Source: an optimization exercise on an open RTL-to-GDS flow (aim: small area). Production flows keep margins and buffers that such runs may drop.
At most, simulation tests tie the RTL to the original design; equivalence was not proved.
Function not checked in runs 1 to 3: the RTL went through the layout flow alone.

===== flow/run.sh =====
#!/bin/bash
# synth_recipe.tcl (not shown) runs the flow's synth.tcl, then flattens the netlist and writes it again
# the make line also repeats each setting of config.mk as NAME=value (left out here)
make -C /OpenROAD-flow-scripts/flow DESIGN_CONFIG=/design/flow/config.mk WORK_HOME=/design/flow/orfs CLKGATE_MAP_FILE= SYNTH_SCRIPT=/design/flow/synth_recipe.tcl finish

===== flow/config.mk =====
export PLATFORM = sky130hd
export DESIGN_NAME = Sine_wave
export DESIGN_NICKNAME = Sine_wave
export VERILOG_FILES = /design/flow/design.v
export SDC_FILE = /design/flow/constraint.sdc
export NUM_CORES = 4
export LEC_CHECK = 0
export CAP_MARGIN = 20
export CORE_MARGIN = 2
export CORE_UTILIZATION = 40
export SLEW_MARGIN = 20

===== flow/constraint.sdc =====
create_clock -name core_clock -period 5.0 [get_ports {clk}]
set_input_delay 1.0000 -clock core_clock [delete_from_list [all_inputs] [get_ports {clk}]]
set_output_delay 1.0000 -clock core_clock [all_outputs]
set_load 0.01 [all_outputs]

===== flow/design.v =====
module rotator_rca #(parameter W = 13) (
    input  [W-1:0] a,
    input  [W-1:0] b,
    input          ci,
    output [W-1:0] s
);
wire [W:0] c;
assign c[0] = ci;
genvar i;
generate
    for (i = 0; i < W; i = i + 1) begin : bit_
        assign s[i]   = ~(~a[i] ^ b[i] ^ c[i]);
        assign c[i+1] = ~((~a[i] & ~b[i]) | (~c[i] & (~a[i] | ~b[i])));
    end
endgenerate
endmodule
module rotator_incdec #(parameter W = 13) (
    input  [W-1:0] a,
    input          inc,
    input          dec,
    output [W-1:0] s
);
wire [W:0] pi, pd;
assign pi[0] = inc;
assign pd[0] = dec;
genvar i;
generate
    for (i = 0; i < W; i = i + 1) begin : bit_
        assign s[i]    = a[i] ^ (pi[i] | pd[i]);
        assign pi[i+1] = pi[i] & a[i];
        assign pd[i+1] = pd[i] & ~a[i];
    end
endgenerate
endmodule
module rotator #(parameter SH = 1) (
    input  [12:0] x_i,
    input  [12:0] y_i,
    input         d,
    output [12:0] x_o,
    output [12:0] y_o
);
wire [12:0] sx = {{SH{x_i[12]}}, x_i[12:SH]};
wire [12:0] sy = {{SH{y_i[12]}}, y_i[12:SH]};
rotator_rca #(13) ax (.a(x_i), .b(sy ^ {13{d}}),  .ci(d),  .s(x_o));
rotator_rca #(13) ay (.a(y_i), .b(sx ^ {13{~d}}), .ci(~d), .s(y_o));
endmodule
module rotator_tail (
    input  [12:0] x_i,
    input  [12:0] y_i,
    input         d,
    output [12:0] x_o,
    output [12:0] y_o
);
rotator_incdec #(13) ax (.a(x_i), .inc(y_i[12] & d),  .dec(y_i[12] & ~d), .s(x_o));
rotator_incdec #(13) ay (.a(y_i), .inc(x_i[12] & ~d), .dec(x_i[12] & d),  .s(y_o));
endmodule
module cordic (
    input         clk,
    input         rst,
    input  [12:0] x_i,
    input  [1:0]  quarter_in,
    input  [15:0] theta_i,
    output [12:0] sin_o,
    output [12:0] cos_o
);
reg  [12:0] a1;
reg         n1;       
reg  [15:0] z1;
reg  [1:0]  q1;
reg         f1;
wire        big = theta_i > 16'd57121;
wire [15:0] ang = big ? 16'd57121 : theta_i;
wire [15:0] z1_sub;
rotator_rca #(16) az0 (.a(ang), .b(16'd39812), .ci(1'b0), .s(z1_sub));  
wire        nz = |theta_i;
always @(posedge clk) begin
    a1 <= x_i;
    n1 <= nz | (x_i == 13'h1000);    
    z1 <= nz ? z1_sub : 16'd25722;
    q1 <= quarter_in;
    f1 <= rst;
end
wire        d1 = ~z1[15];
wire [12:0] sa = {a1[12], a1[12:1]};
wire        mx = n1 & d1;
wire [12:0] x2_n, y2_n;
rotator_rca #(13) ax1 (.a(a1), .b(sa ^ {13{mx}}), .ci(mx | (~n1 & a1[0])), .s(x2_n));
rotator_rca #(13) ay1 (.a(a1 ^ {13{~n1}}), .b(sa ^ {13{~d1}}), .ci(~d1 | ~n1), .s(y2_n));
wire [14:0] z2_n;
rotator_rca #(15) az1 (.a(z1[14:0]), .b(d1 ? -15'sd15204 : 15'sd15204), .ci(1'b0), .s(z2_n));
reg [12:0] x2, y2;
reg [14:0] z2;
reg [1:0]  q2;
reg        f2;
always @(posedge clk) begin
    x2 <= x2_n; y2 <= y2_n; z2 <= z2_n; q2 <= q1; f2 <= rst | f1;
end
wire        d2 = ~z2[14];
wire [12:0] x3_n, y3_n;
rotator #(2) r2 (.x_i(x2), .y_i(y2), .d(d2), .x_o(x3_n), .y_o(y3_n));
wire [13:0] z3_n;
rotator_rca #(14) az2 (.a(z2[13:0]), .b(d2 ? -14'sd8028 : 14'sd8028), .ci(1'b0), .s(z3_n));
reg [12:0] x3, y3;
reg [13:0] z3;
reg [1:0]  q3;
reg        f3;
always @(posedge clk) begin
    x3 <= x3_n; y3 <= y3_n; z3 <= z3_n; q3 <= q2; f3 <= rst | f2;
end
wire        d3 = ~z3[13];
wire [12:0] x4_n, y4_n;
rotator #(3) r3 (.x_i(x3), .y_i(y3), .d(d3), .x_o(x4_n), .y_o(y4_n));
wire [12:0] z4_n;
rotator_rca #(13) az3 (.a(z3[12:0]), .b(d3 ? -13'sd4076 : 13'sd4076), .ci(1'b0), .s(z4_n));
reg [12:0] x4, y4;
reg [12:0] z4;
reg [1:0]  q4;
reg        f4;
always @(posedge clk) begin
    x4 <= x4_n; y4 <= y4_n; z4 <= z4_n; q4 <= q3; f4 <= rst | f3;
end
wire        d4 = ~z4[12];
wire [12:0] x5_n, y5_n;
rotator #(4) r4 (.x_i(x4), .y_i(y4), .d(d4), .x_o(x5_n), .y_o(y5_n));
wire [11:0] z5_n;
rotator_rca #(12) az4 (.a(z4[11:0]), .b(d4 ? -12'sd2045 : 12'sd2045), .ci(1'b0), .s(z5_n));
reg [12:0] x5, y5;
reg [11:0] z5;
reg [1:0]  q5;
reg        f5;
always @(posedge clk) begin
    x5 <= x5_n; y5 <= y5_n; z5 <= z5_n; q5 <= q4; f5 <= rst | f4;
end
wire        d5 = ~z5[11];
wire [12:0] x6_n, y6_n;
rotator #(5) r5 (.x_i(x5), .y_i(y5), .d(d5), .x_o(x6_n), .y_o(y6_n));
wire [10:0] z6_n;
rotator_rca #(11) az5 (.a(z5[10:0]), .b(d5 ? -11'sd1022 : 11'sd1022), .ci(1'b0), .s(z6_n));
reg [12:0] x6, y6;
reg [10:0] z6;
reg [1:0]  q6;
reg        f6;
always @(posedge clk) begin
    x6 <= x6_n; y6 <= y6_n; z6 <= z6_n; q6 <= q5; f6 <= rst | f5;
end
wire        d6 = ~z6[10];
wire [12:0] x7_n, y7_n;
rotator #(6) r6 (.x_i(x6), .y_i(y6), .d(d6), .x_o(x7_n), .y_o(y7_n));
wire [9:0] z7_n;
rotator_rca #(10) az6 (.a(z6[9:0]), .b(d6 ? -10'sd511 : 10'sd511), .ci(1'b0), .s(z7_n));
reg [12:0] x7, y7;
reg [9:0]  z7;
reg [1:0]  q7;
reg        f7;
always @(posedge clk) begin
    x7 <= x7_n; y7 <= y7_n; z7 <= z7_n; q7 <= q6; f7 <= rst | f6;
end
wire        d7 = ~z7[9];
wire [12:0] x8_n, y8_n;
rotator #(7) r7 (.x_i(x7), .y_i(y7), .d(d7), .x_o(x8_n), .y_o(y8_n));
reg [12:0] x8, y8;
reg [8:0]  z8;
reg [1:0]  q8;
reg        f8;
always @(posedge clk) begin
    x8 <= x8_n; y8 <= y8_n; z8 <= {~z7[8], z7[7:0]}; q8 <= q7; f8 <= rst | f7;
end
wire        d8 = ~z8[8];
wire [12:0] x9_n, y9_n;
rotator #(8) r8 (.x_i(x8), .y_i(y8), .d(d8), .x_o(x9_n), .y_o(y9_n));
reg [12:0] x9, y9;
reg [7:0]  z9;
reg [1:0]  q9;
reg        f9;
always @(posedge clk) begin
    x9 <= x9_n; y9 <= y9_n; z9 <= {~z8[7], z8[6:0]}; q9 <= q8; f9 <= rst | f8;
end
wire        d9 = ~z9[7];
wire [12:0] x10_n, y10_n;
rotator #(9) r9 (.x_i(x9), .y_i(y9), .d(d9), .x_o(x10_n), .y_o(y10_n));
wire [6:0]  u9 = {~z9[6], z9[5:0]};
wire [6:0]  v9;
rotator_incdec #(7) az9 (.a(u9), .inc(~d9 & (u9 != 7'h3f)), .dec(d9 & (u9 != 7'h40)), .s(v9));
reg [12:0] x10, y10;
reg [5:0]  dd10;      
reg [1:0]  q10;
reg        f10;
always @(posedge clk) begin
    x10 <= x10_n; y10 <= y10_n; dd10 <= {~v9[6], v9[5:1]}; q10 <= q9; f10 <= rst | f9;
end
wire [12:0] x11_n, y11_n;
rotator #(10) r10 (.x_i(x10), .y_i(y10), .d(dd10[5]), .x_o(x11_n), .y_o(y11_n));
reg [12:0] x11, y11;
reg [4:0]  dd11;
reg [1:0]  q11;
reg        f11;
always @(posedge clk) begin
    x11 <= x11_n; y11 <= y11_n; dd11 <= dd10[4:0]; q11 <= q10; f11 <= rst | f10;
end
wire [12:0] x12_n, y12_n;
rotator #(11) r11 (.x_i(x11), .y_i(y11), .d(dd11[4]), .x_o(x12_n), .y_o(y12_n));
reg [12:0] x12, y12;
reg [3:0]  dd12;
reg [1:0]  q12;
reg        f12;
always @(posedge clk) begin
    x12 <= x12_n; y12 <= y12_n; dd12 <= dd11[3:0]; q12 <= q11; f12 <= rst | f11;
end
wire [12:0] x13_n, y13_n;
rotator_tail r12 (.x_i(x12), .y_i(y12), .d(dd12[3]), .x_o(x13_n), .y_o(y13_n));
reg [12:0] x13, y13;
reg [2:0]  dd13;
reg [1:0]  q13;
reg        f13;
always @(posedge clk) begin
    x13 <= x13_n; y13 <= y13_n; dd13 <= dd12[2:0]; q13 <= q12; f13 <= rst | f12;
end
wire [12:0] x14_n, y14_n;
rotator_tail r13 (.x_i(x13), .y_i(y13), .d(dd13[2]), .x_o(x14_n), .y_o(y14_n));
reg [12:0] x14, y14;
reg [1:0]  dd14;
reg [1:0]  q14;
reg        f14;
always @(posedge clk) begin
    x14 <= x14_n; y14 <= y14_n; dd14 <= dd13[1:0]; q14 <= q13; f14 <= rst | f13;
end
wire [12:0] x15_n, y15_n;
rotator_tail r14 (.x_i(x14), .y_i(y14), .d(dd14[1]), .x_o(x15_n), .y_o(y15_n));
reg [12:0] x15, y15;
reg        dd15;
reg [1:0]  q15;
reg        f15;
always @(posedge clk) begin
    x15 <= x15_n; y15 <= y15_n; dd15 <= dd14[0]; q15 <= q14; f15 <= rst | f14;
end
wire [12:0] x16, y16;
rotator_tail r15 (.x_i(x15), .y_i(y15), .d(dd15), .x_o(x16), .y_o(y16));
wire        ns = q15[1];             
wire        nc = q15[1] ^ q15[0];    
wire [12:0] s_n, c_n;
rotator_rca #(13) as (.a(y16 ^ {13{ns}}), .b(13'd0), .ci(ns), .s(s_n));
rotator_rca #(13) ac (.a(x16 ^ {13{nc}}), .b(13'd0), .ci(nc), .s(c_n));
wire        clr = rst | f15;
reg [12:0] sin_r, cos_r;
always @(posedge clk) begin
    sin_r <= clr ? 13'h1000 : {~s_n[12], s_n[11:0]};
    cos_r <= clr ? 13'h1000 : {~c_n[12], c_n[11:0]};
end
assign sin_o = sin_r;
assign cos_o = cos_r;
endmodule
module Sine_wave
    #(
        parameter DATA_WIDTH    = 12,
        parameter ANGLE_WIDTH   = 16
    )(
    input                       clk,
    input                       reset,
    input                       ce,
    input  [DATA_WIDTH:0]       ampl,
    input  [ANGLE_WIDTH-1:0]    step,
    output [DATA_WIDTH:0]    sin_wave,
    output [DATA_WIDTH:0]    cos_wave
);
reg [15:0] angle;
reg [1:0]  state;
wire        up    = ~state[0];    
wire [15:0] nxt   = up ? angle + step : angle - step;
wire        up_ok = (step > 16'd51315) | (({1'b0, angle} + {1'b0, step}) < 17'd51315);
wire        dn_ok = angle > step;
wire        ok    = up ? up_ok : dn_ok;
always @(posedge clk) begin
    if (ce) begin
        if (reset) begin
            state <= 2'd0;
            angle <= 16'd0;
        end else if (ok) begin
            angle <= nxt;
        end else begin
            state <= state + 2'd1;
        end
    end
end
cordic cordic (
    .clk        (clk),
    .rst        (reset),
    .x_i        (ampl),
    .quarter_in (state),
    .theta_i    (angle),
    .sin_o      (sin_wave),
    .cos_o      (cos_wave)
);
endmodule

==> results.json, run 1 <==
{
  "drc_errors": 0,
  "critPathArrivalTime_ns": 5.64,
  "grt_setup_unrepaired": "yes",
  "netlist_area_um2": 26500,
  "num_rows": 94,
  "layout_worst_path_cycle_share_pct": 103,
  "die_area_um2": 68400,
  "ys_top_cells_by_area": "dfxtp_1 (44%), fa_1 (23%), xnor2_1 (7.6%), xor2_1 (5.1%), ha_1 (3.1%)",
  "period_needed_ns": 5.16,
  "fin_skew_ns": 0.0214,
  "post-place-cells": 3041,
  "required_ns": 5.48,
  "start_kind": "flop",
  "synth_ff_type": "dfxtp_1",
  "place_ws_ns": -0.197,
  "core-area_um2": 65700,
  "synth_edf_count": 18,
  "seq_area_frac_synth_pct": 45.7,
  "die_w_um": 261,
  "grt_pass1_wl_um": 73100,
  "synth.net_count": 2516,
  "num_vias": 14400,
  "finalNonFillerCells": 3173,
  "endpoint_kind": "flop",
  "synth_top_area_share_pct": 43.6,
  "track_usage_pct": 13.3,
  "avgViaCountPerCell": 4.53,
  "io_buffers": 57,
  "yosys.area.top_type": "dfxtp_1",
  "synth_cells": 2116,
  "drv_cap": 0,
  "grt_max_degree": 27,
  "gp_congestion": 0.838,
  "async_flop_share_pct": 0,
  "worstPathMaxFanout": 5,
  "critical_path_class": "reg2reg",
  "die_h_um": 261,
  "synth_common_cells": "dfxtp_1 (578), fa_1 (302), xnor2_1 (231)",
  "cts-root-buf": "clkbuf_16",
  "drt_iter0_drc": 456,
  "yosys.cell_count.top_type": "dfxtp_1",
  "final_nets": 2656,
  "outcome": "complete, but fails checks",
  "ys_warn_count": 2,
  "final.setup.worst_slack_ns": -0.162,
  "grt_pass1_vias": 15300,
  "start_util_pct": 40.3,
  "max_freq_ghz": 0.194,
  "antenna_found_initial": 0,
  "wl_um": 43900,
  "diodes": 0,
  "area_delta_synth_final_pct": 18.4,
  "wire_per_inst_um": 13.8,
  "cts_max_level": 3,
  "setup_viol": 3,
  "synth_seq_cells": 596,
  "ys_types": 65,
  "hold_path_class": "reg2reg",
  "ios": 58,
  "numCtsBuffers": 66,
  "report.final.slew_viol_count": 0,
  "drt_pass1_iterations": 4,
  "hold_violations": 0,
  "clk_latency_ns": 0.59,
  "num-fill-cells": 5827,
  "cts_sinks": 596,
  "so.violations": "negative setup slack",
  "syn_avg_cell_area_um2": 12.5,
  "hpwlAfterDp_um": 34000,
  "max_slew_margin_pct": 28.1,
  "clk_path_buf_depth": 3,
  "worst_pin_slew_ns": 1.08,
  "cts_tree": "done",
  "final_layout_size_suffix_gt1_share_pct": 19.9,
  "path_clk_slew_ns": 0.06,
  "grt-ovfl-total": 0,
  "detail-route-antenna-nets": 0
}
through the flow:
stage	instance area, µm²	TNS (ns)	hold WS [ns]	util, %
after floorplan	27100	-1.79	0.309	-
after global placement	28900	-0.692	0.310	43.9
after detailed placement	28900	-1.89	0.312	43.9
after CTS	31200	-0.541	0.317	47.4
after global routing	31400	-1.07	0.322	47.8
final	31400	-0.369	0.310	47.8
state kept, by name, indices dropped and copies added, names as in the netlist, 14 cells and up:
name / flops
cordic.z3: 14
angle: 16
cordic.z2: 15
cordic.z1: 16
cell families after synthesis:
logic type,share of synthesized area [%]
flops,45.7
simple gates,7.92
fa+ha+maj,25.9
xor+xnor,12.7
buf+inv,2.84
mux,0.873
compound gates,4.08
final timing paths:
path	start	endpoint	slack, ns	cells after the start
max	cordic.z1[15]	cordic.y2[12]	-0.16	15
min	cordic.q9[1]	cordic.q10[1]	0.31	0
max reg2reg	cordic.z1[15]	cordic.y2[12]	-0.16	15
min reg2reg	cordic.q9[1]	cordic.q10[1]	0.31	0
cell usage in the layout, fill, tap and decap left out, types with 32 or more instances in the layout:
cell               n
a21oi_1           41
nand2_1           59
fa_1             102
xnor2_1          229
clkbuf_16         67
nor3_1            32
nor2_1            71
and2_1            34
fa_2             200
inv_1            123
buf_4             85
dfxtp_1          554
ha_1              66
clkdlybuf4s50_1   57
xor2_1           150
o21ai_0           45
cell type report:
type	count	area, µm²	share of cell area (%)
clock buffers	97	1950	6.21
clock inverters	24	273	0.869
inverters	125	474	1.51
multi-input cells	1324	14200	45.3
flip-flops and latches	596	12200	38.7
well taps	864	1080	3.44
repair buffers	143	1230	3.91
routing by layer:
| layer | vias up | part of all wire [%] | track usage, % | routed length [µm] |
|---|---|---|---|---|
| met5 | - | 0 | 0 | 0 |
| met4 | 0 | 2.8 | 4.88 | 1210 |
| met3 | 88 | 3.3 | 3.00 | 1460 |
| met2 | 172 | 53 | 24.0 | 23100 |
| met1 | 7017 | 41 | 15.2 | 18100 |
| li1 | 7098 | - | - | - |
repair_timing:
item	in CTS	in global routing
resized for setup	39	53
pin swaps	7	9
hold buffers	0	0
buffers inserted	2	10
setup endpoints to repair	26	34
worst max-delay path, cell delays in order (launching register included):
cell and delay (ns):
dfxtp_4 0.36, nand2b_4 0.17, fa_2 0.40, fa_2 0.37
fa_2 0.35, fa_2 0.35, fa_2 0.35, fa_2 0.35
fa_2 0.35, fa_2 0.35, fa_2 0.35, fa_2 0.35
fa_2 0.34, fa_2 0.34, xor2_1 0.16, xnor2_1 0.13
==> inputs of run 2 (changes only) <==
--- a/flow/config.mk
+++ b/flow/config.mk
@@ -7,5 +7,7 @@
 export LEC_CHECK = 0
 export CAP_MARGIN = 20
 export CORE_MARGIN = 2
-export CORE_UTILIZATION = 40
+export CORE_UTILIZATION = 60
+export CTS_BUF_LIST = sky130_fd_sc_hd__clkbuf_4
+export CTS_CLUSTER_SIZE = 30
 export SLEW_MARGIN = 20
==> run 2 against run 1 <==
Against the previous run:
- the layout still fails its checks (negative setup slack)
- worst hold slack worse by 0.0088 ns
- non-clock buffer count down 11
- final cell count down 4.3%
- register-to-register slack about the same
- highest routed layer unchanged
- utilization is 22 points higher
- critical path depth did not move
- count of clock-buffer cells in the layout up 119
- global-route usage grew 7.9 points
- critical path type unchanged
==> results.json, run 2 <==
{
  "synth_ff_type": "dfxtp_1",
  "die_h_um": 214,
  "clk_path_buf_depth": 3,
  "track_usage_pct": 21.2,
  "synth_seq_cells": 596,
  "ys_types": 65,
  "seq_area_frac_synth_pct": 45.7,
  "wire_per_inst_um": 15.1,
  "worstPathMaxFanout": 4,
  "hold_violations": 0,
  "cts_max_level": 4,
  "drt_pass1_iterations": 4,
  "die_area_um2": 45900,
  "antenna_found_initial": 2,
  "hold_path_class": "reg2reg",
  "netlist_area_um2": 26500,
  "wl_um": 45800,
  "final_common_cell": "dfxtp_1",
  "grt_pass1_vias": 16200,
  "clk_latency_ns": 0.96,
  "cts_tree": "done",
  "drt_iter0_drc": 554,
  "endpoint_kind": "flop",
  "r2r_slack_ns": -0.15,
  "drv_cap": 0,
  "num_rows": 77,
  "utilization_pct": 70.2,
  "multi_input_area_um2": 14300,
  "gp_congestion": 0.860,
  "cts_sinks": 596,
  "synth_edf_count": 18,
  "hpwlAfterDp_um": 35200,
  "final.setup.worst_slack_ns": -0.154,
  "rr_endpoint": "cordic.y2[12]",
  "core-area_um2": 43900,
  "finalNonFillerCells": 3037,
  "ys_warn_count": 2,
  "detail-route-antenna-nets": 0,
  "outcome": "complete, but fails checks",
  "area_delta_synth_final_pct": 16.3,
  "yosys.area.top_type": "dfxtp_1",
  "report.final.slew_viol_count": 0,
  "grt_pass1_wl_um": 76700,
  "avgViaCountPerCell": 4.92,
  "num_vias": 14900,
  "final_layout_size_suffix_gt1_share_pct": 24.3,
  "num-fill-cells": 3268,
  "synth.net_count": 2516,
  "final_cell_mix": "dfxtp_1 (555), xnor2_1 (228), clkbuf_4 (216), fa_2 (207), xor2_1 (148)",
  "hp-start": "cordic.dd10[4]",
  "cts-root-buf": "clkbuf_4",
  "synth_common_cells": "dfxtp_1 (578), fa_1 (302), xnor2_1 (231)",
  "so.violations": "negative setup slack",
  "required_ns": 5.80,
  "io_buffers": 57,
  "grt_setup_unrepaired": "yes",
  "synth_cells": 2116,
  "drc_errors": 0,
  "grt-ovfl-total": 0,
  "max_slew_margin_pct": 28.3,
  "async_flop_share_pct": 0,
  "yosys.cell_count.top_type": "dfxtp_1",
  "post-place-cells": 2759,
  "setup_viol": 4,
  "max_freq_ghz": 0.194,
  "hold_end": "cordic.dd11[4]",
  "final-seq-area_um2": 12200,
  "start_util_pct": 60.3,
  "cts_hold_buf": 0,
  "ys_top_cells_by_area": "dfxtp_1 (44%), fa_1 (23%), xnor2_1 (7.6%), xor2_1 (5.1%), ha_1 (3.1%)",
  "ff2ff_path_depth": 15,
  "start_kind": "flop",
  "reg2reg_from": "cordic.z1[15]",
  "fin_skew_ns": 0.0676,
  "die_w_um": 214,
  "numCtsBuffers": 152,
  "layout_worst_path_cycle_share_pct": 103,
  "reg_top3": "angle x16, cordic.z1 x16, cordic.z2 x15",
  "grt_max_degree": 29,
  "critical_path_class": "reg2reg",
  "worst_pin_slew_ns": 1.07,
  "period_needed_ns": 5.15,
  "synth_top_area_share_pct": 43.6,
  "critPathArrivalTime_ns": 5.96,
  "final_nets": 2731,
  "syn_avg_cell_area_um2": 12.5,
  "ios": 58,
  "path_clk_slew_ns": 0.06,
  "min_path_cells": 0
}
## run 2: changes by cell type in the layout (fill, tap and decap cells not counted), moves of 14 or more
cell | previous run | this run
clkbuf_4 | 0 | 216
clkbuf_1 | 14 | 0
buf_4 | 85 | 71
clkinv_1 | 3 | 27
clkbuf_8 | 16 | 0
clkbuf_16 | 67 | 0
## run 2: timing repair
item                       4_1_cts  5_1_grt
resized for setup               41       64
setup buffers                    4        6
pin swaps                        3        9
setup endpoints to repair       28       34
## run 2: worst max path at each step
| stage | start | end | slack [ns] |
|---|---|---|---|
| floorplan | cordic.z1[15] | cordic.y2[12] | -0.47 |
| global placement | cordic.n1 | cordic.y2[12] | -0.24 |
| detailed placement | cordic.n1 | cordic.y2[12] | -0.28 |
| CTS | cordic.z1[15] | cordic.y2[12] | -0.14 |
| global route | cordic.z1[15] | cordic.y2[12] | -0.26 |
| finish | cordic.z1[15] | cordic.y2[12] | -0.15 |
## run 2: cell families after synthesis
logic type / share of synthesized area [%]
buffers and inverters: 2.84
adder cells (fa/ha/maj): 25.9
AO/OA/AOI/OAI: 4.08
XOR/XNOR: 12.7
AND/OR/NAND/NOR: 7.92
flip-flops: 45.7
multiplexers: 0.873
## run 2: per-stage QoR
step	worst slack (ns)	TNS, ns	instance area [µm²]	hold WS [ns]
floorplan	-0.468	-1.79	27100	0.309
global placement	-0.239	-1.22	28500	0.310
detailed placement	-0.276	-2.47	28500	0.312
CTS	-0.142	-0.355	30600	0.290
global route	-0.256	-1.06	30800	0.301
finish	-0.154	-0.370	30800	0.301
## run 2: worst max-delay path: stages (launching register included)
cell and delay [ns]:
dfxtp_4 0.37, xor2_2 0.16, fa_2 0.39, fa_2 0.37, fa_2 0.34, fa_2 0.34, fa_2 0.36, fa_2 0.35
fa_2 0.35, fa_2 0.35, fa_2 0.35, fa_2 0.35, fa_2 0.34, fa_2 0.34, xor2_1 0.16, xnor2_1 0.13
## run 2: final cells by class
cell class                      count  share of cell area, %
Sequential cell                   596                   39.4
Tap cell                          592                   2.40
Clock inverter                     48                   1.35
Inverter                          125                   1.54
Clock buffer                      216                   5.26
Timing Repair Buffer              132                   3.74
Antenna cell                        4                 0.0325
Multi-Input combinational cell   1324                   46.3
## run 2: layer usage
metal / vias up / part of all wire (%) / track usage, %
met2: 253 / 51 / 36.6
met5: - / 0 / 0
met3: 106 / 4.6 / 5.52
li1: 7370 / - / -
met4: 0 / 2.9 / 10.7
met1: 7200 / 41 / 24.5
==> inputs of run 3 (changes only) <==
--- a/flow/design.v
+++ b/flow/design.v
@@ -84,8 +84,8 @@
 wire [12:0] sa = {a1[12], a1[12:1]};
 wire        mx = n1 & d1;
 wire [12:0] x2_n, y2_n;
-rotator_rca #(13) ax1 (.a(a1), .b(sa ^ {13{mx}}), .ci(mx | (~n1 & a1[0])), .s(x2_n));
-rotator_rca #(13) ay1 (.a(a1 ^ {13{~n1}}), .b(sa ^ {13{~d1}}), .ci(~d1 | ~n1), .s(y2_n));
+assign x2_n = a1 + (sa ^ {13{mx}}) + {12'd0, mx | (~n1 & a1[0])};
+assign y2_n = (a1 ^ {13{~n1}}) + (sa ^ {13{~d1}}) + {12'd0, ~d1 | ~n1};
 wire [14:0] z2_n;
 rotator_rca #(15) az1 (.a(z1[14:0]), .b(d1 ? -15'sd15204 : 15'sd15204), .ci(1'b0), .s(z2_n));
 reg [12:0] x2, y2;
--- a/flow/config.mk
+++ b/flow/config.mk
@@ -8,6 +8,4 @@
 export CAP_MARGIN = 20
 export CORE_MARGIN = 2
 export CORE_UTILIZATION = 60
-export CTS_BUF_LIST = sky130_fd_sc_hd__clkbuf_4
-export CTS_CLUSTER_SIZE = 30
 export SLEW_MARGIN = 20
==> run 3 against run 2 <==
Against the previous run:
- the run now finishes clean
- utilization increased by 0.10 points
- worst hold slack better by 0.0089 ns
- maximum frequency grew 5.2%
- area after synthesis is 1.5% higher
- clock skew is 0.048 ns lower
- non-clock buffer count fell by 7
- setup slack improved by 0.26 ns
- critical endpoint is now cordic.x5[12]
- wire length grew 6.3%
==> results.json, run 3 <==
{
  "grt_setup_unrepaired": "no",
  "grt_pass1_wl_um": 82400,
  "num_vias": 15200,
  "ys_top_cells_by_area": "dfxtp_1 (43%), fa_1 (21%), xnor2_1 (7.8%), xor2_1 (5.1%), ha_1 (4.1%)",
  "worstPathMaxFanout": 4,
  "worst_pin_slew_ns": 1.07,
  "top_usage_layer": "met2",
  "wl_um": 48700,
  "drt_iter0_drc": 582,
  "avgViaCountPerCell": 5.10,
  "gp_congestion": 0.870,
  "clk_path_buf_depth": 3,
  "period_needed_ns": 4.90,
  "reg_top3": "angle x16, cordic.z1 x16, cordic.z2 x15",
  "wire_per_inst_um": 16.3,
  "grt_pass1_vias": 16800,
  "rr_endpoint": "cordic.x5[12]",
  "min_path_cells": 0,
  "synth_top_area_share_pct": 43.0,
  "critPathArrivalTime_ns": 5.36,
  "endpoint_kind": "flop",
  "grt-ovfl-total": 0,
  "drc_errors": 0,
  "hold_path_class": "reg2reg",
  "final_nets": 2740,
  "drt_pass1_iterations": 5,
  "cts-root-buf": "clkbuf_16",
  "gr-usage-met1_pct": 25.7,
  "start_kind": "flop",
  "fin_skew_ns": 0.0200,
  "finalNonFillerCells": 2979,
  "grt_util_met2_pct": 42.6,
  "seq_area_frac_synth_pct": 45.0,
  "start_util_pct": 60.9,
  "slowest_stage": "dfxtp_1",
  "syn_avg_cell_area_um2": 12.1,
  "post-place-cells": 2867,
  "yosys.cell_count.top_type": "dfxtp_1",
  "synth_seq_cells": 596,
  "ff2ff_path_depth": 13,
  "area_delta_synth_final_pct": 15.5,
  "crit_family": "adder cells",
  "diodes": 0,
  "layout_worst_path_cycle_share_pct": 97.9,
  "cp_common_cell": "fa_2",
  "synth_edf_count": 18,
  "drv_cap": 0,
  "track_usage_pct": 22.2,
  "reg2reg_from": "cordic.y4[4]",
  "met3_usage_pct": 2.83,
  "synth_cells": 2221,
  "hold_violations": 0,
  "max_freq_ghz": 0.204,
  "ys_types": 68,
  "hold_end": "cordic.z9[2]",
  "utilization_pct": 70.3,
  "synth_ff_type": "dfxtp_1",
  "clk_latency_ns": 0.61,
  "netlist_area_um2": 26900,
  "ys_warn_count": 2,
  "ios": 58,
  "yosys.area.top_type": "dfxtp_1",
  "path_buf_inv": 0,
  "required_ns": 5.46,
  "async_flop_share_pct": 0,
  "numCtsBuffers": 59,
  "path_cells": "o21ai_0 > fa_1 > fa_2 > fa_2 > fa_2 > fa_2 > fa_2 > fa_2 > fa_2 > fa_2 > fa_1 > fa_2 > xor2_2",
  "core-area_um2": 44200,
  "final_cell_mix": "dfxtp_1 (554), xnor2_1 (237), fa_2 (182), xor2_1 (151), inv_1 (137)",
  "io_buffers": 57,
  "setup_viol": 0,
  "die_h_um": 216,
  "synth.net_count": 2623,
  "final_layout_size_suffix_gt1_share_pct": 17.6,
  "cts_max_level": 2,
  "cts_sinks": 596,
  "synth_common_cells": "dfxtp_1 (578), fa_1 (282), xnor2_1 (239)",
  "cts_hold_buf": 0,
  "hpwlAfterDp_um": 37300,
  "max_slew_margin_pct": 28.6,
  "die_w_um": 216,
  "num_rows": 77,
  "final_common_cell": "dfxtp_1",
  "report.final.slew_viol_count": 0,
  "path_clk_slew_ns": 0.07,
  "hp-start": "cordic.z8[2]",
  "cts_tree": "done",
  "r2r_slack_ns": 0.10,
  "critPathMaxStageDelay_ns": 0.41,
  "die_area_um2": 46600,
  "detail-route-antenna-nets": 0,
  "grt_max_degree": 28,
  "critical_path_class": "reg2reg",
  "antenna_found_initial": 0,
  "outcome": "no timing/DRC/antenna violations",
  "cp-startpoint": "cordic.y4[4]"
}
[run 3: cell families (layout without fill, tap and decap cells)]
group | after synthesis | count (layout) | synth area share [%]
XOR/XNOR | 395 | 395 | 12.9
AND/OR/NAND/NOR | 423 | 423 | 8.35
buffers and inverters | 208 | 374 | 2.97
adder cells (fa/ha/maj) | 370 | 370 | 25.1
multiplexers | 25 | 25 | 0.981
flip-flops | 596 | 596 | 45.0
AO/OA/AOI/OAI | 204 | 204 | 4.79
[run 3: repair_timing]
item / in CTS / in global routing
setup buffers: 2 / 0
pin swaps: 5 / 10
resized for setup: 38 / 70
setup endpoints to repair: 23 / 31
[run 3: metal layers]
metal	up-vias	wire length (µm)
li1	7421	-
met1	7504	19500
met2	185	26700
met3	87	1330
met4	0	1110
met5	-	0
[run 3: area by class of cell]
cell class,instances,area (µm²)
multi-input cells,1417,14500
flip-flops and latches,596,12200
inverters,139,522
repair buffers,125,1100
fillers,3173,13100
well taps,592,741
clock buffers,79,1650
clock inverters,31,368
[run 3: worst max path at each step]
| stage | to | slack, ns | depth (start not counted) |
|---|---|---|---|
| 6_report | cordic.x5[12] | 0.10 | 13 |
| 5_1_grt | cordic.y8[12] | 0.002 | 13 |
| 4_1_cts | cordic.y8[11] | 0.00004 | 12 |
| 3_5_place_dp | cordic.x9[12] | -0.19 | 13 |
| 3_3_place_gp | cordic.y10[12] | -0.03 | 13 |
| 2_1_floorplan | cordic.x11[12] | -0.10 | 16 |
[run 3: through the flow]
stage | instance area, µm² | hold WS [ns] | worst slack [ns] | setup TNS (ns)
6_report | 31100 | 0.310 | 0.103 | 0
5_1_grt | 31100 | 0.328 | 0.00223 | 0
4_1_cts | 30900 | 0.314 | 0.0000382 | 0
3_5_place_dp | 28800 | 0.312 | -0.192 | -1.21
3_3_place_gp | 28800 | 0.310 | -0.0347 | -0.0742
2_1_floorplan | 27400 | 0.309 | -0.101 | -0.244
==> inputs of run 4 (changes only) <==
--- a/flow/design.v
+++ b/flow/design.v
@@ -9,8 +9,8 @@
 genvar i;
 generate
     for (i = 0; i < W; i = i + 1) begin : bit_
-        assign s[i]   = ~(~a[i] ^ b[i] ^ c[i]);
-        assign c[i+1] = ~((~a[i] & ~b[i]) | (~c[i] & (~a[i] | ~b[i])));
+        assign s[i]   = a[i] ^ b[i] ^ c[i];
+        assign c[i+1] = (a[i] & b[i]) | (c[i] & (a[i] ^ b[i]));
     end
 endgenerate
 endmodule
@@ -64,7 +64,7 @@
     output [12:0] cos_o
 );
 reg  [12:0] a1;
-reg         n1;       
+reg         n1;
 reg  [15:0] z1;
 reg  [1:0]  q1;
 reg         f1;
@@ -75,17 +75,17 @@
 wire        nz = |theta_i;
 always @(posedge clk) begin
     a1 <= x_i;
-    n1 <= nz | (x_i == 13'h1000);    
+    n1 <= nz;
     z1 <= nz ? z1_sub : 16'd25722;
     q1 <= quarter_in;
     f1 <= rst;
 end
+wire [12:0] neg_a;
+rotator_rca #(13) aneg (.a(~a1), .b(13'd0), .ci(1'b1), .s(neg_a));
+wire [12:0] y1 = n1 ? a1 : neg_a;
 wire        d1 = ~z1[15];
-wire [12:0] sa = {a1[12], a1[12:1]};
-wire        mx = n1 & d1;
 wire [12:0] x2_n, y2_n;
-assign x2_n = a1 + (sa ^ {13{mx}}) + {12'd0, mx | (~n1 & a1[0])};
-assign y2_n = (a1 ^ {13{~n1}}) + (sa ^ {13{~d1}}) + {12'd0, ~d1 | ~n1};
+rotator #(1) r1 (.x_i(a1), .y_i(y1), .d(d1), .x_o(x2_n), .y_o(y2_n));
 wire [14:0] z2_n;
 rotator_rca #(15) az1 (.a(z1[14:0]), .b(d1 ? -15'sd15204 : 15'sd15204), .ci(1'b0), .s(z2_n));
 reg [12:0] x2, y2;
@@ -264,18 +264,19 @@
 );
 reg [15:0] angle;
 reg [1:0]  state;
-wire        up    = ~state[0];    
-wire [15:0] nxt   = up ? angle + step : angle - step;
-wire        up_ok = (step > 16'd51315) | (({1'b0, angle} + {1'b0, step}) < 17'd51315);
-wire        dn_ok = angle > step;
-wire        ok    = up ? up_ok : dn_ok;
+wire        up = ~state[0];
+wire [16:0] sum;
+rotator_rca #(17) aseq (.a({1'b0, angle}), .b({~up, up ? step : ~step}), .ci(~up), .s(sum));
+wire        up_ok = (step > 16'd51315) | (sum < 17'd51315);
+wire        dn_ok = ~sum[16] & (|sum[15:0]);
+wire        ok = up ? up_ok : dn_ok;
 always @(posedge clk) begin
     if (ce) begin
         if (reset) begin
             state <= 2'd0;
             angle <= 16'd0;
         end else if (ok) begin
-            angle <= nxt;
+            angle <= sum[15:0];
         end else begin
             state <= state + 2'd1;
         end
--- a/flow/config.mk
+++ b/flow/config.mk
@@ -7,5 +7,5 @@
 export LEC_CHECK = 0
 export CAP_MARGIN = 20
 export CORE_MARGIN = 2
-export CORE_UTILIZATION = 60
+export CORE_UTILIZATION = 40
 export SLEW_MARGIN = 20
==> run 4 against run 3 <==
Against the previous run:
- the layout now fails its checks (negative setup slack)
- non-clock buffer count up 17
- flip-flop and latch count stayed put
- die area up 50%
- maximum frequency decreased by 30%
- highest routed layer unchanged
- clock skew rose by 0.0019 ns
- critical path type unchanged
- sequential share of layout area fell by 1.3 points
- utilization decreased by 22 points
- worst hold slack lost 0.0030 ns
==> results.json, run 4 <==
{
  "ys_types": 70,
  "die_w_um": 264,
  "synth_xor_area_share_pct": 11.6,
  "grt-ovfl-total": 0,
  "final_layout_size_suffix_gt1_share_pct": 20.9,
  "cts-root-buf": "clkbuf_16",
  "grt_pass1_vias": 16200,
  "met3_usage_pct": 2.06,
  "ios": 58,
  "synth-adder-area-share_pct": 25.3,
  "detail-route-antenna-nets": 0,
  "clk_path_buf_depth": 3,
  "grt_pass1_wl_um": 72400,
  "so.violations": "negative setup slack",
  "setup_viol": 26,
  "drc_errors": 0,
  "worstPathMaxFanout": 8,
  "synth_ff_type": "dfxtp_1",
  "worst_pin_slew_ns": 0.975,
  "ys_warn_count": 2,
  "r2r_slack_ns": -2.05,
  "final_nets": 2902,
  "drv_cap": 0,
  "synth_seq_cells": 596,
  "num-fill-cells": 5954,
  "path_clk_slew_ns": 0.06,
  "synth.area.mux_share_pct": 1.49,
  "wl_um": 40400,
  "seq_area_frac_synth_pct": 44.6,
  "gp_congestion": 0.830,
  "wire_per_inst_um": 11.8,
  "core-area_um2": 67200,
  "final_cell_mix": "dfxtp_1 (562), inv_1 (527), fa_2 (252), xnor2_1 (194), xor2_1 (158)",
  "max_slew_margin_pct": 34.5,
  "start_kind": "flop",
  "netlist_area_um2": 27100,
  "start_util_pct": 40.4,
  "critPathArrivalTime_ns": 7.40,
  "ff2ff_path_depth": 25,
  "clk_latency_ns": 0.62,
  "report.final.slew_viol_count": 0,
  "cts_hold_buf": 0,
  "synth_top_area_share_pct": 42.6,
  "fin_tns_setup_ns": -39.89,
  "diodes": 0,
  "cts_sinks": 596,
  "endpoint_kind": "flop",
  "ys_top_cells_by_area": "dfxtp_1 (43%), fa_1 (23%), inv_1 (7.4%), xnor2_1 (6.5%), xor2_1 (5.2%)",
  "num_vias": 14600,
  "rr_endpoint": "angle[11]",
  "avgViaCountPerCell": 4.25,
  "die_h_um": 264,
  "die_area_um2": 69900,
  "synth_top_family_by_area": "adder cells",
  "syn_avg_cell_area_um2": 11.5,
  "synth_compound_area_share_pct": 2.00,
  "numCtsBuffers": 59,
  "yosys.cell_count.top_type": "dfxtp_1",
  "num_rows": 95,
  "track_usage_pct": 12.3,
  "antenna_found_initial": 0,
  "final-seq-area_um2": 12200,
  "reg2reg_from": "state[0]",
  "cts_tree": "done",
  "cts_max_level": 2,
  "yosys.area.top_type": "dfxtp_1",
  "max_freq_ghz": 0.142,
  "synth-simple-area-share_pct": 6.70,
  "final_common_cell": "dfxtp_1",
  "grt_util_met2_pct": 23.1,
  "fin_skew_ns": 0.0219,
  "synth.net_count": 2750,
  "async_flop_share_pct": 0,
  "outcome": "complete, but fails checks",
  "final.setup.worst_slack_ns": -2.05,
  "layout_worst_path_cycle_share_pct": 141,
  "reg_top3": "angle x16, cordic.z1 x16, cordic.z2 x15",
  "hold_path_class": "reg2reg",
  "grt_setup_unrepaired": "yes",
  "critical_path_class": "reg2reg",
  "gr-usage-met1_pct": 14.2,
  "hpwlAfterDp_um": 31600,
  "synth_common_cells": "dfxtp_1 (578), inv_1 (538), fa_1 (313)",
  "synth_cells": 2358,
  "grt_max_degree": 25,
  "drt_iter0_drc": 491,
  "cp-startpoint": "state[0]",
  "endpoint": "angle[11]",
  "multi_input_area_um2": 13600,
  "period_needed_ns": 7.05,
  "whs_ns": 0.307,
  "drt_pass1_iterations": 5,
  "hold_violations": 0,
  "synth_edf_count": 18,
  "top_usage_layer": "met2",
  "io_buffers": 57,
  "area_delta_synth_final_pct": 18.4,
  "required_ns": 5.36
}
run 4: cell count changes after synthesis, sizes merged, moves of 10 or more:
cell	delta
o21ai	-25
inv	+400
mux2i	+14
a21oi	-43
ha	-41
xnor2	-39
clkbuf	-30
nand2b	-10
nor2b	-24
nor3	-15
fa	+31
nor2	-34
buf	+13
run 4: timing repair:
item                                    CTS  global route
pin swaps                                14            50
buffers inserted                          0            10
endpoints found under the hold margin     0             0
endpoints found under the setup margin   48            55
gates cloned                              1             0
resized for setup                        50            43
run 4: cell type report:
cell class | count | area share [%]
inverters | 539 | 6.34
clock inverters | 25 | 0.857
clock buffers | 87 | 5.46
well taps | 873 | 3.40
multi-input cells | 1172 | 42.3
repair buffers | 142 | 3.80
flip-flops and latches | 596 | 37.8
run 4: per-layer routing:
metal / share of wire [%] / up-vias
li1: - / 7288
met1: 41 / 7088
met2: 54 / 153
met3: 3.2 / 67
met4: 2.4 / 0
met5: 0 / -
run 4: critical path, stage by stage (launching register included):
cell      delay [ns]
edfxtp_1        0.51
xnor2_4         0.18
fa_2            0.36
fa_2            0.34
inv_2           0.06
fa_2            0.18
fa_2            0.19
inv_2           0.04
fa_2            0.33
fa_2            0.35
fa_2            0.34
fa_2            0.34
fa_2            0.35
fa_2            0.35
fa_2            0.35
fa_2            0.35
fa_2            0.35
inv_2           0.07
fa_2            0.18
inv_2           0.04
fa_1            0.46
inv_1           0.07
a31oi_1         0.08
a41o_1          0.23
or4_4           0.49
and3_4          0.22
run 4: kinds of logic (layout without fill, tap and decap cells):
family | count (synthesis) | count (layout)
muxes | 39 | 39
DFF | 596 | 596
AOI/OAI and AO/OA | 87 | 87
and+or+nand+nor | 325 | 326
xor gates and xnor gates | 360 | 360
buffers and inverters | 591 | 793
adders and majority gates | 360 | 360
run 4: worst min path at each step:
stage                     cells past startpoint             end      startpoint
final                                         0    cordic.z9[0]    cordic.z8[0]
after global routing                          0    cordic.z8[1]    cordic.z7[1]
after CTS                                     0    cordic.q9[1]    cordic.q8[1]
after detailed placement                      0    cordic.q9[1]    cordic.q8[1]
after global placement                        0    cordic.z8[1]    cordic.z7[1]
after floorplan                               0  cordic.dd11[4]  cordic.dd10[4]
run 4: through the flow:
step / std cells / setup WS [ns] / util, % / cell area, µm²
after floorplan: 2358 / -2.25 / - / 28000
after global placement: 3311 / -2.95 / 44.4 / 29800
after detailed placement: 3311 / -3.06 / 44.4 / 29800
after CTS: 3424 / -2.06 / 47.5 / 31900
after global routing: 3434 / -2.25 / 47.8 / 32100
final: 3434 / -2.05 / 47.8 / 32100
==> inputs of run 5 (changes only) <==
--- a/flow/design.v
+++ b/flow/design.v
@@ -9,8 +9,8 @@
 genvar i;
 generate
     for (i = 0; i < W; i = i + 1) begin : bit_
-        assign s[i]   = a[i] ^ b[i] ^ c[i];
-        assign c[i+1] = (a[i] & b[i]) | (c[i] & (a[i] ^ b[i]));
+        assign s[i]   = ~(~a[i] ^ b[i] ^ c[i]);
+        assign c[i+1] = ~((~a[i] & ~b[i]) | (~c[i] & (~a[i] | ~b[i])));
     end
 endgenerate
 endmodule
@@ -47,12 +47,40 @@
 module rotator_tail (
     input  [12:0] x_i,
     input  [12:0] y_i,
-    input         d,
-    output [12:0] x_o,
-    output [12:0] y_o
+    input  [3:0]  d,       
+    input         nc,
+    input         ns,
+    output [3:0]  kc,
+    output [3:0]  ks
 );
-rotator_incdec #(13) ax (.a(x_i), .inc(y_i[12] & d),  .dec(y_i[12] & ~d), .s(x_o));
-rotator_incdec #(13) ay (.a(y_i), .inc(x_i[12] & ~d), .dec(x_i[12] & d),  .s(y_o));
+wire xa1 = &x_i[11:2], xa0 = ~|x_i[11:2];
+wire ya1 = &y_i[11:2], ya0 = ~|y_i[11:2];
+function sgn;
+    input       s, a1, a0;
+    input [1:0] lo;
+    input [3:0] e;
+    reg   [3:0] t;
+begin
+    t   = {2'b00, lo} + e;
+    sgn = s ^ (~t[3] & t[2] & a1) ^ (t[3] & a0);
+end
+endfunction
+wire [3:0] ex1 = y_i[12] ? (d[3] ? 4'd1 : 4'hf) : 4'd0;
+wire [3:0] ey1 = x_i[12] ? (d[3] ? 4'hf : 4'd1) : 4'd0;
+wire sx1 = sgn(x_i[12], xa1, xa0, x_i[1:0], ex1);
+wire sy1 = sgn(y_i[12], ya1, ya0, y_i[1:0], ey1);
+wire [3:0] ex2 = ex1 + (sy1 ? (d[2] ? 4'd1 : 4'hf) : 4'd0);
+wire [3:0] ey2 = ey1 + (sx1 ? (d[2] ? 4'hf : 4'd1) : 4'd0);
+wire sx2 = sgn(x_i[12], xa1, xa0, x_i[1:0], ex2);
+wire sy2 = sgn(y_i[12], ya1, ya0, y_i[1:0], ey2);
+wire [3:0] ex3 = ex2 + (sy2 ? (d[1] ? 4'd1 : 4'hf) : 4'd0);
+wire [3:0] ey3 = ey2 + (sx2 ? (d[1] ? 4'hf : 4'd1) : 4'd0);
+wire sx3 = sgn(x_i[12], xa1, xa0, x_i[1:0], ex3);
+wire sy3 = sgn(y_i[12], ya1, ya0, y_i[1:0], ey3);
+wire [3:0] ex4 = ex3 + (sy3 ? (d[0] ? 4'd1 : 4'hf) : 4'd0);
+wire [3:0] ey4 = ey3 + (sx3 ? (d[0] ? 4'hf : 4'd1) : 4'd0);
+assign kc = nc ? 4'd1 - ex4 : ex4;
+assign ks = ns ? 4'd1 - ey4 : ey4;
 endmodule
 module cordic (
     input         clk,
@@ -64,7 +92,7 @@
     output [12:0] cos_o
 );
 reg  [12:0] a1;
-reg         n1;
+reg         n1;       
 reg  [15:0] z1;
 reg  [1:0]  q1;
 reg         f1;
@@ -75,17 +103,17 @@
 wire        nz = |theta_i;
 always @(posedge clk) begin
     a1 <= x_i;
-    n1 <= nz;
+    n1 <= nz | (x_i == 13'h1000);    
     z1 <= nz ? z1_sub : 16'd25722;
     q1 <= quarter_in;
     f1 <= rst;
 end
-wire [12:0] neg_a;
-rotator_rca #(13) aneg (.a(~a1), .b(13'd0), .ci(1'b1), .s(neg_a));
-wire [12:0] y1 = n1 ? a1 : neg_a;
 wire        d1 = ~z1[15];
+wire [12:0] sa = {a1[12], a1[12:1]};
+wire        mx = n1 & d1;
 wire [12:0] x2_n, y2_n;
-rotator #(1) r1 (.x_i(a1), .y_i(y1), .d(d1), .x_o(x2_n), .y_o(y2_n));
+assign x2_n = a1 + (sa ^ {13{mx}}) + {12'd0, mx | (~n1 & a1[0])};
+assign y2_n = (a1 ^ {13{~n1}}) + (sa ^ {13{~d1}}) + {12'd0, ~d1 | ~n1};
 wire [14:0] z2_n;
 rotator_rca #(15) az1 (.a(z1[14:0]), .b(d1 ? -15'sd15204 : 15'sd15204), .ci(1'b0), .s(z2_n));
 reg [12:0] x2, y2;
@@ -206,45 +234,37 @@
 always @(posedge clk) begin
     x12 <= x12_n; y12 <= y12_n; dd12 <= dd11[3:0]; q12 <= q11; f12 <= rst | f11;
 end
-wire [12:0] x13_n, y13_n;
-rotator_tail r12 (.x_i(x12), .y_i(y12), .d(dd12[3]), .x_o(x13_n), .y_o(y13_n));
-reg [12:0] x13, y13;
-reg [2:0]  dd13;
-reg [1:0]  q13;
+wire        ns = q12[1];             
+wire        nc = q12[1] ^ q12[0];    
+wire [3:0]  kc_n, ks_n;
+rotator_tail tail (
+    .x_i(x12), .y_i(y12), .d(dd12), .nc(nc), .ns(ns), .kc(kc_n), .ks(ks_n)
+);
+reg [12:0] xs13, ys13;
+reg [3:0]  kc13, ks13;
 reg        f13;
 always @(posedge clk) begin
-    x13 <= x13_n; y13 <= y13_n; dd13 <= dd12[2:0]; q13 <= q12; f13 <= rst | f12;
+    xs13 <= x12 ^ {13{nc}}; ys13 <= y12 ^ {13{ns}};
+    kc13 <= kc_n; ks13 <= ks_n; f13 <= rst | f12;
 end
-wire [12:0] x14_n, y14_n;
-rotator_tail r13 (.x_i(x13), .y_i(y13), .d(dd13[2]), .x_o(x14_n), .y_o(y14_n));
-reg [12:0] x14, y14;
-reg [1:0]  dd14;
-reg [1:0]  q14;
+wire [12:0] c_n, s_n;
+rotator_rca #(13) ac (.a(xs13), .b({{9{kc13[3]}}, kc13}), .ci(1'b0), .s(c_n));
+rotator_rca #(13) as (.a(ys13), .b({{9{ks13[3]}}, ks13}), .ci(1'b0), .s(s_n));
+reg [12:0] cos14, sin14;
 reg        f14;
 always @(posedge clk) begin
-    x14 <= x14_n; y14 <= y14_n; dd14 <= dd13[1:0]; q14 <= q13; f14 <= rst | f13;
+    cos14 <= {~c_n[12], c_n[11:0]}; sin14 <= {~s_n[12], s_n[11:0]}; f14 <= rst | f13;
 end
-wire [12:0] x15_n, y15_n;
-rotator_tail r14 (.x_i(x14), .y_i(y14), .d(dd14[1]), .x_o(x15_n), .y_o(y15_n));
-reg [12:0] x15, y15;
-reg        dd15;
-reg [1:0]  q15;
+reg [12:0] cos15, sin15;
 reg        f15;
 always @(posedge clk) begin
-    x15 <= x15_n; y15 <= y15_n; dd15 <= dd14[0]; q15 <= q14; f15 <= rst | f14;
+    cos15 <= cos14; sin15 <= sin14; f15 <= rst | f14;
 end
-wire [12:0] x16, y16;
-rotator_tail r15 (.x_i(x15), .y_i(y15), .d(dd15), .x_o(x16), .y_o(y16));
-wire        ns = q15[1];             
-wire        nc = q15[1] ^ q15[0];    
-wire [12:0] s_n, c_n;
-rotator_rca #(13) as (.a(y16 ^ {13{ns}}), .b(13'd0), .ci(ns), .s(s_n));
-rotator_rca #(13) ac (.a(x16 ^ {13{nc}}), .b(13'd0), .ci(nc), .s(c_n));
 wire        clr = rst | f15;
 reg [12:0] sin_r, cos_r;
 always @(posedge clk) begin
-    sin_r <= clr ? 13'h1000 : {~s_n[12], s_n[11:0]};
-    cos_r <= clr ? 13'h1000 : {~c_n[12], c_n[11:0]};
+    sin_r <= clr ? 13'h1000 : sin15;
+    cos_r <= clr ? 13'h1000 : cos15;
 end
 assign sin_o = sin_r;
 assign cos_o = cos_r;
@@ -264,19 +284,18 @@
 );
 reg [15:0] angle;
 reg [1:0]  state;
-wire        up = ~state[0];
-wire [16:0] sum;
-rotator_rca #(17) aseq (.a({1'b0, angle}), .b({~up, up ? step : ~step}), .ci(~up), .s(sum));
-wire        up_ok = (step > 16'd51315) | (sum < 17'd51315);
-wire        dn_ok = ~sum[16] & (|sum[15:0]);
-wire        ok = up ? up_ok : dn_ok;
+wire        up    = ~state[0];    
+wire [15:0] nxt   = up ? angle + step : angle - step;
+wire        up_ok = (step > 16'd51315) | (({1'b0, angle} + {1'b0, step}) < 17'd51315);
+wire        dn_ok = angle > step;
+wire        ok    = up ? up_ok : dn_ok;
 always @(posedge clk) begin
     if (ce) begin
         if (reset) begin
             state <= 2'd0;
             angle <= 16'd0;
         end else if (ok) begin
-            angle <= sum[15:0];
+            angle <= nxt;
         end else begin
             state <= state + 2'd1;
         end
--- a/flow/config.mk
+++ b/flow/config.mk
@@ -7,5 +7,8 @@
 export LEC_CHECK = 0
 export CAP_MARGIN = 20
 export CORE_MARGIN = 2
-export CORE_UTILIZATION = 40
+export CORE_UTILIZATION = 65
+export CTS_BUF_LIST = sky130_fd_sc_hd__clkbuf_8
+export CTS_CLUSTER_DIAMETER = 50
+export CTS_CLUSTER_SIZE = 20
 export SLEW_MARGIN = 20
==> run 5 against run 4 <==
Against the previous run:
- still fails the layout checks on negative setup slack
- worst hold slack gained 0.022 ns
- global-route usage is 9.4 points higher
- first-iteration DRC count shrank 16%
==> results.json, run 5 <==
{
  "cts_tree": "done",
  "max_freq_ghz": 0.150,
  "reg_top3": "angle x16, cordic.z1 x16, cordic.z2 x15",
  "report.final.slew_viol_count": 0,
  "final_cell_mix": "dfxtp_1 (545), fa_2 (196), buf_4 (195), xnor2_1 (160), xor2_1 (134)",
  "ios": 58,
  "r2r_slack_ns": -1.65,
  "final_nets": 2639,
  "drt_iter0_drc": 413,
  "cp_common_cell": "ha_4",
  "synth.net_count": 2388,
  "area_delta_synth_final_pct": 18.9,
  "num-fill-cells": 2312,
  "grt-ovfl-total": 0,
  "detail-route-antenna-nets": 0,
  "wire_per_inst_um": 15.6,
  "synth_top_area_share_pct": 44.7,
  "critical_path_class": "reg2reg",
  "synth_cells": 1963,
  "async_flop_share_pct": 0,
  "syn_avg_cell_area_um2": 13.1,
  "start_kind": "flop",
  "drt_pass1_iterations": 4,
  "fin_skew_ns": 0.0212,
  "setup_viol": 8,
  "hold_violations": 0,
  "ys_warn_count": 3,
  "cts_max_level": 2,
  "min_path_cells": 0,
  "seq_area_frac_synth_pct": 46.8,
  "final_layout_size_suffix_gt1_share_pct": 27.7,
  "num_rows": 72,
  "ys_top_cells_by_area": "dfxtp_1 (45%), fa_1 (24%), xnor2_1 (5.9%), xor2_1 (4.7%), ha_1 (4.3%)",
  "synth_seq_cells": 592,
  "yosys.cell_count.top_type": "dfxtp_1",
  "hold_path_class": "reg2reg",
  "avgViaCountPerCell": 5.03,
  "hp-start": "cordic.sin14[8]",
  "wl_um": 43200,
  "worstPathMaxFanout": 3,
  "place_ws_ns": -2.08,
  "critPathMaxStageDelay_ns": 0.39,
  "endpoint_kind": "flop",
  "required_ns": 5.58,
  "outcome": "complete, but fails checks",
  "so.violations": "negative setup slack",
  "numCtsBuffers": 46,
  "gp_congestion": 0.861,
  "period_needed_ns": 6.65,
  "final-seq-area_um2": 12100,
  "rr_endpoint": "cordic.kc13[3]",
  "path_clk_slew_ns": 0.11,
  "hold_end": "cordic.sin15[8]",
  "grt_pass1_wl_um": 71500,
  "grt_pass1_vias": 15100,
  "hpwlAfterDp_um": 33100,
  "ys_types": 68,
  "slowest_stage": "dfxtp_4",
  "antenna_found_initial": 1,
  "reg2reg_from": "cordic.dd12[3]",
  "cts-root-buf": "clkbuf_8",
  "final.setup.worst_slack_ns": -1.65,
  "io_buffers": 57,
  "grt_max_degree": 37,
  "clk_path_buf_depth": 3,
  "grt_util_met2_pct": 39.7,
  "worst_pin_slew_ns": 0.979,
  "drv_cap": 0,
  "diodes": 0,
  "yosys.area.top_type": "dfxtp_1",
  "synth_ff_type": "dfxtp_1",
  "drc_errors": 0,
  "core-area_um2": 38800,
  "grt_setup_unrepaired": "yes",
  "max_slew_margin_pct": 34.6,
  "die_h_um": 203,
  "gr-usage-met1_pct": 26.7,
  "utilization_pct": 78.7,
  "top_usage_layer": "met2",
  "cts_hold_buf": 0,
  "final_common_cell": "dfxtp_1",
  "synth_edf_count": 18,
  "die_area_um2": 41200,
  "layout_worst_path_cycle_share_pct": 133,
  "die_w_um": 203,
  "synth_common_cells": "dfxtp_1 (574), fa_1 (304), xnor2_1 (174)",
  "met3_usage_pct": 3.24,
  "cts_sinks": 592,
  "start_util_pct": 66.2,
  "critPathArrivalTime_ns": 7.22,
  "multi_input_area_um2": 14300,
  "clk_latency_ns": 0.65,
  "ff2ff_path_depth": 32,
  "track_usage_pct": 21.8,
  "num_vias": 13900,
  "netlist_area_um2": 25700
}
==> run 5: cells by family (layout without fill, tap and decap cells) <==
family | Yosys count | in the layout | share of synthesized area [%]
compound gates | 181 | 181 | 4.57
xor+xnor | 313 | 313 | 10.7
fa+ha+maj | 393 | 393 | 28.0
buf+inv | 159 | 446 | 2.33
flops | 592 | 592 | 46.8
mux | 27 | 27 | 1.22
simple gates | 298 | 298 | 6.31
==> run 5: timing repair <==
item	CTS	global route
hold endpoints to repair	0	0
endpoints found under the setup margin	33	38
gates resized for setup	73	139
pin swaps	21	59
setup buffers	7	19
==> run 5: how the worst max path moves through the flow <==
| stage | endpoint | startpoint | depth (start not counted) | slack, ns |
|---|---|---|---|---|
| global route | cordic.kc13[3] | cordic.dd12[3] | 32 | -1.88 |
| finish | cordic.kc13[3] | cordic.dd12[3] | 32 | -1.65 |
| global placement | cordic.kc13[3] | cordic.y12[5] | 30 | -1.68 |
| detailed placement | cordic.kc13[3] | cordic.y12[11] | 30 | -2.08 |
| floorplan | cordic.kc13[3] | cordic.dd12[3] | 32 | -1.68 |
| CTS | cordic.kc13[3] | cordic.x12[12] | 31 | -1.94 |
==> run 5: critical path, delay by kind of cell, from the launching register on <==
kind | cells | cell delay, ns
flops | 1 | 0.39
buf+inv | 2 | 0.23
fa+ha+maj | 7 | 1.34
compound gates | 2 | 0.37
xor+xnor | 9 | 1.71
mux | 3 | 1.02
simple gates | 9 | 1.50
==> run 5: per-stage QoR <==
stage,setup TNS (ns),cell area [µm²],instances,hold WS (ns)
6_report,-8.91,30600,2768,0.329
5_1_grt,-10.77,30600,2768,0.327
4_1_cts,-10.41,29800,2749,0.331
3_5_place_dp,-21.11,28500,2658,0.312
3_3_place_gp,-16.95,28500,2658,0.310
2_1_floorplan,-8.69,26300,1963,0.309
==> run 5: area by class of cell <==
| class | instances | share of cell area [%] |
|---|---|---|
| Clock buffer | 48 | 2.16 |
| Inverter | 102 | 1.27 |
| Multi-Input combinational cell | 1212 | 46.7 |
| Tap cell | 518 | 2.12 |
| Sequential cell | 592 | 39.6 |
| Clock inverter | 36 | 1.05 |
| Timing Repair Buffer | 260 | 7.12 |
==> run 5: per-layer routing <==
layer	share of wire [%]	vias up
li1	-	6833
met1	42	6873
met2	53	138
met3	2.5	81
met4	2.6	0
met5	0	-
==> inputs of run 6 (changes only) <==
==> flow/config.mk (replaced) <==
export PLATFORM = sky130hd
export DESIGN_NAME = Sine_wave
export DESIGN_NICKNAME = Sine_wave
export VERILOG_FILES = /design/flow/design.v
export SDC_FILE = /design/flow/constraint.sdc
export NUM_CORES = 4
export LEC_CHECK = 0
export CAP_MARGIN = 20
export CORE_MARGIN = 2
export CORE_UTILIZATION = 60
export SLEW_MARGIN = 20
==> run 6 against run 5 <==
Against the previous run:
- the layout still fails its checks (negative setup slack)
- clock skew decreased by 0.0057 ns
- count of clock-buffer cells in the layout increased by 30
- final cell count increased by 1.2%
- first-iteration DRC count increased by 15%
- sequential share of layout area decreased by 1.1 points
- flip-flop and latch count unchanged
- synthesized cell count unchanged
- utilization decreased by 4.2 points
- worst hold slack got worse by 0.016 ns
==> results.json, run 6 <==
{
  "hold_path_class": "reg2reg",
  "clk_path_buf_depth": 3,
  "ios": 58,
  "gp_congestion": 0.857,
  "path_buf_inv": 1,
  "critical_path_class": "reg2reg",
  "slowest_stage": "or3_4",
  "ys_top_cells_by_area": "dfxtp_1 (45%), fa_1 (24%), xnor2_1 (5.9%), xor2_1 (4.7%), ha_1 (4.3%)",
  "synth.net_count": 2388,
  "io_buffers": 57,
  "netlist_area_um2": 25700,
  "synth_top_area_share_pct": 44.7,
  "cts_hold_buf": 0,
  "async_flop_share_pct": 0,
  "worst_pin_slew_ns": 1.10,
  "ys_types": 68,
  "area_delta_synth_final_pct": 22.1,
  "yosys.area.top_type": "dfxtp_1",
  "met2_length_um": 24300,
  "final.setup.worst_slack_ns": -1.69,
  "clk_latency_ns": 0.60,
  "max_slew_margin_pct": 26.9,
  "report.final.slew_viol_count": 0,
  "wl_met1_um": 18000,
  "cp_common_cell": "ha_4",
  "die_w_um": 211,
  "wl_um": 44800,
  "grt_max_degree": 37,
  "yosys.cell_count.top_type": "dfxtp_1",
  "cts_max_level": 2,
  "num-fill-cells": 2763,
  "cts_tree": "done",
  "setup_viol": 8,
  "die_h_um": 211,
  "worstPathMaxFanout": 3,
  "start_util_pct": 61.0,
  "diodes": 0,
  "detail-route-antenna-nets": 0,
  "r2r_slack_ns": -1.69,
  "cts_sinks": 592,
  "post-place-cells": 2677,
  "die_area_um2": 44500,
  "drt_pass1_iterations": 4,
  "dr_wl_met3_um": 1460,
  "critPathMaxStageDelay_ns": 0.37,
  "hpwlAfterDp_um": 33200,
  "grt-ovfl-total": 0,
  "avgViaCountPerCell": 5.02,
  "synth_ff_type": "dfxtp_1",
  "antenna_found_initial": 0,
  "final_nets": 2642,
  "synth_common_cells": "dfxtp_1 (574), fa_1 (304), xnor2_1 (174)",
  "so.violations": "negative setup slack",
  "outcome": "complete, but fails checks",
  "final_common_cell": "dfxtp_1",
  "grt_pass1_wl_um": 75100,
  "ys_warn_count": 3,
  "final_cell_mix": "dfxtp_1 (550), fa_2 (206), buf_4 (187), xnor2_1 (162), xor2_1 (134)",
  "period_needed_ns": 6.69,
  "grt_setup_unrepaired": "yes",
  "final_layout_size_suffix_gt1_share_pct": 27.6,
  "max_freq_ghz": 0.150,
  "required_ns": 5.49,
  "track_usage_pct": 21.2
}
==> run 6: cell counts after synthesis <==
Identical to the previous run, type by type.
==> run 6: per-layer routing <==
metal  vias to the layer above  track usage (%)
li1                       6856                -
met1                      6958             25.1
met2                       172             39.8
met3                        77             3.48
met4                         0             5.85
met5                         -                0
==> run 6: area by class of cell <==
| cell class | instances | area, µm² | share of cell area (%) |
|---|---|---|---|
| repair buffers | 252 | 2090 | 6.67 |
| flip-flops and latches | 592 | 12100 | 38.5 |
| clock inverters | 27 | 360 | 1.15 |
| multi-input cells | 1212 | 14100 | 45.0 |
| clock buffers | 78 | 1660 | 5.28 |
| well taps | 539 | 674 | 2.15 |
| inverters | 102 | 385 | 1.23 |
==> run 6: stage by stage <==
stage                     hold slack [ns]  cell area, µm²  TNS (ns)  utilization (%)
final                               0.313           31400     -9.06             74.5
after global routing                0.326           31400    -11.49             74.5
after global placement              0.311           28500    -17.61             67.7
after detailed placement            0.312           28500    -21.82             67.7
after floorplan                     0.309           26300     -8.69                -
after CTS                           0.321           31000    -10.01             73.5
==> run 6: what timing repair did <==
action                     CTS  global route
pin swaps                   30            47
gates cloned                 0             0
setup endpoints to repair   35            58
gates resized for setup     95            94
buffers inserted            12             8
==> run 6: worst reg2reg max path: cells and delay by family (launching register included) <==
family,cells,cell delay [ns]
buffers and inverters,1,0.04
and+or+nand+nor,9,1.49
muxes,4,1.27
DFF,1,0.36
xor gates and xnor gates,9,1.71
AOI/OAI and AO/OA,2,0.40
adders and majority gates,6,1.27
==> run 6: kinds of logic (layout without fill, tap and decap cells) <==
family                   count (synthesis)  after routing  share of synthesized area [%]
AO/OA/AOI/OAI                          181            181                           4.57
buffers and inverters                  159            459                           2.33
multiplexers                            27             27                           1.22
flip-flops                             592            592                           46.8
adder cells (fa/ha/maj)                393            393                           28.0
XOR/XNOR                               313            313                           10.7
AND/OR/NAND/NOR                        298            298                           6.31
==> run 6: final timing paths <==
kind,from,end,depth (start not counted)
min reg2reg,cordic.q11[0],cordic.q12[0],0
max,cordic.dd12[3],cordic.kc13[3],31
max reg2reg,cordic.dd12[3],cordic.kc13[3],31
min,cordic.q11[0],cordic.q12[0],0

what the ideal ports hide:
How much do the figures lean on ideal ports? The routed layouts below were timed once more, with nothing changed but the port constraints. Step 1 assumes that a clkbuf_16 drives the clock port and a buf_2 every other input. Step 2 moves the port delays by t, midway between the first and last clock arrival at a register: inputs arrive t later, outputs are due t later. That takes back most of the time a late clock gives input paths. a / b / c = ideal / step 1 / step 2; a / b = the first two.
| run | t, ns | slack for setup (ns) | clock arrival spread, ns | worst register clock-pin slew, ns | worst slew at a driven data input, ns |
|---|---|---|---|---|---|
| run 1 | 0.642 | -0.162 / -0.162 / -0.162 | 0.027 / 0.026 | 0.06 / 0.06 | 0.04 |
| run 2 | 0.975 | -0.154 / -0.154 / -0.154 | 0.075 / 0.074 | 0.08 / 0.08 | 0.03 |
| run 3 | 0.657 | 0.103 / 0.103 / 0.103 | 0.022 / 0.021 | 0.07 / 0.07 | 0.04 |
| run 4 | 0.665 | -2.046 / -2.046 / -2.659 | 0.024 / 0.024 | 0.06 / 0.06 | 0.04 |
| run 5 | 0.691 | -1.648 / -1.648 / -1.648 | 0.025 / 0.025 | 0.11 / 0.11 | 0.04 |
| run 6 | 0.648 | -1.686 / -1.686 / -1.686 | 0.016 / 0.016 | 0.07 / 0.07 | 0.04 |
The setup slack of run 4, which loses most, moves by 0.000 ns with the drivers and by -0.613 ns with both steps.
